From an optimization exercise on the open Yosys and OpenROAD flow, aimed at small area and a short achievable clock period; shortcuts taken in it are not production practice. In this exercise RTL edits were held to simulation tests only and were not proved equivalent to the original.

Setup of job 770:
==> flow/design.v (excerpt) <==
module BoothSeq(
    A,
    B,
    clk,
    reset,
    result
);
clock: 70.0 ns
lec_check: 0
cap_margin: 20
core_margin: 2
core_utilization: 40
slew_margin: 20
synth_hierarchical: 1
standard.sh (not shown) runs the stock make flow with config.mk's settings and CLKGATE_MAP_FILE= SYNTH_SCRIPT=/design/flow/synth_recipe.tcl, a recipe that flattens the netlist after the stock synthesis.
==> flow/flow/run.sh <==
#!/bin/bash
# The standard layout (the standard.sh: standard synthesis, then ORFS to
# finish), except that the port buffers are the smallest plain buffer
# instead of the delay cell buffer_ports picks by default.
set -euo pipefail
export BUFFER_PORTS_ARGS="-buffer_cell sky130_fd_sc_hd__buf_1"
bash standard.sh > standard.log 2>&1
Job 770 reached the end of the flow, and the finished layout is clean on the timing, DRC and antenna checks.
## Diff of input files: job 2891 against job 770
# job 770
export LEC_CHECK = 0
export CAP_MARGIN = 20
export CORE_MARGIN = 2
export CORE_UTILIZATION = 40
export SLEW_MARGIN = 20
export SYNTH_HIERARCHICAL = 1
create_clock -name core_clock -period 70.0 [get_ports {clk}]
# job 2891
export LEC_CHECK = 0
export CAP_MARGIN = 5
export CORE_MARGIN = 2
export CORE_UTILIZATION = 40
export CTS_CLUSTER_SIZE = 30
export PLACE_DENSITY = 0.45
export SLEW_MARGIN = 5
export SYNTH_HIERARCHICAL = 1
create_clock -name core_clock -period 70.0 [get_ports {clk}]
==> comparison <==
Job 770 -> job 2891: number of clock sinks delta 0, exact match. Cell depth of the worst hold path is lower on job 2891. In terms of final cell area excluding filler cells, job 770 and job 2891 differ only marginally. Across both runs, via count was lower for job 2891 than for job 770.
Modified inputs, job 5339 compared to job 2891
# job 2891
export LEC_CHECK = 0
export CAP_MARGIN = 5
export CORE_MARGIN = 2
export CORE_UTILIZATION = 40
export CTS_CLUSTER_SIZE = 30
export PLACE_DENSITY = 0.45
export SLEW_MARGIN = 5
export SYNTH_HIERARCHICAL = 1
create_clock -name core_clock -period 70.0 [get_ports {clk}]
# job 5339
export LEC_CHECK = 0
export CAP_MARGIN = 10
export CORE_MARGIN = 2
export CORE_UTILIZATION = 40
export CTS_CLUSTER_SIZE = 30
export SLEW_MARGIN = 10
export SYNTH_HIERARCHICAL = 1
create_clock -name core_clock -period 70.0 [get_ports {clk}]
[summary]
Looking at met1 usage in global routing, job 5339 sits 10 points lower than job 2891 does.
Fraction of standard cell area in multi-input logic across job 2891 and job 5339: no real change.
Going from job 2891 to job 5339, non-clock buffer count grows by 2.
On total negative slack for setup checks, job 2891 and job 5339 are neck and neck.
Any difference in share of the clock period used by the worst path between job 5339 and job 2891 is small enough to ignore.


## run a
Another version of the RTL of BoothSeq (not shown whole).
For scale: ~130 flip-flops, ~130 I/O pins, roughly 23000 um2 of cells after synthesis.
Settings: LEC_CHECK=0, CAP_MARGIN=20, CORE_MARGIN=2, CORE_UTILIZATION=40, SLEW_MARGIN=20, SYNTH_HIERARCHICAL=1; clock period 70.0 ns.
run.sh (not shown) runs the stock make flow with config.mk's settings and CLKGATE_MAP_FILE= SYNTH_SCRIPT=/design/flow/synth_recipe.tcl, a recipe that flattens the netlist after the stock synthesis.
Stock flow here: none of the scripts above is used.
Per the final summary, run a finished and its layout is clean on timing, DRC and antenna.
Relative to run a, the following input files were edited for run b:
==> flow/flow/run.sh (new file) <==
#!/bin/bash
# The standard layout (the standard.sh: standard synthesis, then ORFS to
# finish), except that the port buffers are the smallest plain buffer
# instead of the delay cell buffer_ports picks by default.
set -euo pipefail
export BUFFER_PORTS_ARGS="-buffer_cell sky130_fd_sc_hd__buf_1"
bash standard.sh > standard.log 2>&1
==> flow/standard.sh (new file) <==
#!/bin/bash
# synth_recipe.tcl (not shown) runs the flow's synth.tcl, then flattens the netlist and writes it again
# the make line also repeats each setting of config.mk as NAME=value (left out here)
make -C /OpenROAD-flow-scripts/flow DESIGN_CONFIG=/design/flow/config.mk WORK_HOME=/design/flow/orfs CLKGATE_MAP_FILE= SYNTH_SCRIPT=/design/flow/synth_recipe.tcl "${@:-finish}"
removed: flow/run.sh
==> results.txt <==
Against run a, run b reports a wire length the detailed router placed on met1 that is higher.
Setup WNS run a -> run b: better
Via count of the first global-routing pass: higher on run b
Area overhead of the layout relative to synthesis delta for run b relative to run a: 3.5 points lower
Taking run a as the reference, in run b hold slack went up.

re-timing with driven ports:
In the flow no input, the clock included, has a driving cell. The finished layouts below were timed again as built, in two steps.
Step 1: set_driving_cell puts a clkbuf_16 on clk and a buf_2 on each other input, an assumption about the parent block.
Step 2 moves the port delays by t, midway between the first and last clock arrival at a register: inputs arrive t later, outputs are due t later. That takes back most of the time a late clock gives input paths.
Three values: ideal, step 1, step 2; two values: the first two.
run | t (ns) | setup slack, ns | hold slack, ns | worst setup path after step 2 | pins driven straight from the clock port
job 770 | 0.542 | 55.025 / 54.963 / 54.591 | 0.621 / 0.621 / 0.621 | input to register | 1
job 2891 | 0.559 | 55.003 / 54.943 / 54.813 | 0.515 / 0.515 / 0.515 | input to register | 1
job 5339 | 0.542 | 55.027 / 54.969 / 54.555 | 0.642 / 0.642 / 0.642 | input to register | 1
run a | 0.543 | 54.655 / 54.594 / 54.511 | 0.686 / 0.686 / 0.686 | input to register | 1
run b | 0.546 | 55.040 / 54.975 / 54.817 | 0.812 / 0.812 / 0.812 | input to register | 1
After both steps setup and hold are still met in every run listed. The setup slack of job 5339, which loses most, moves by -0.058 ns with the drivers and by -0.472 ns with both steps.
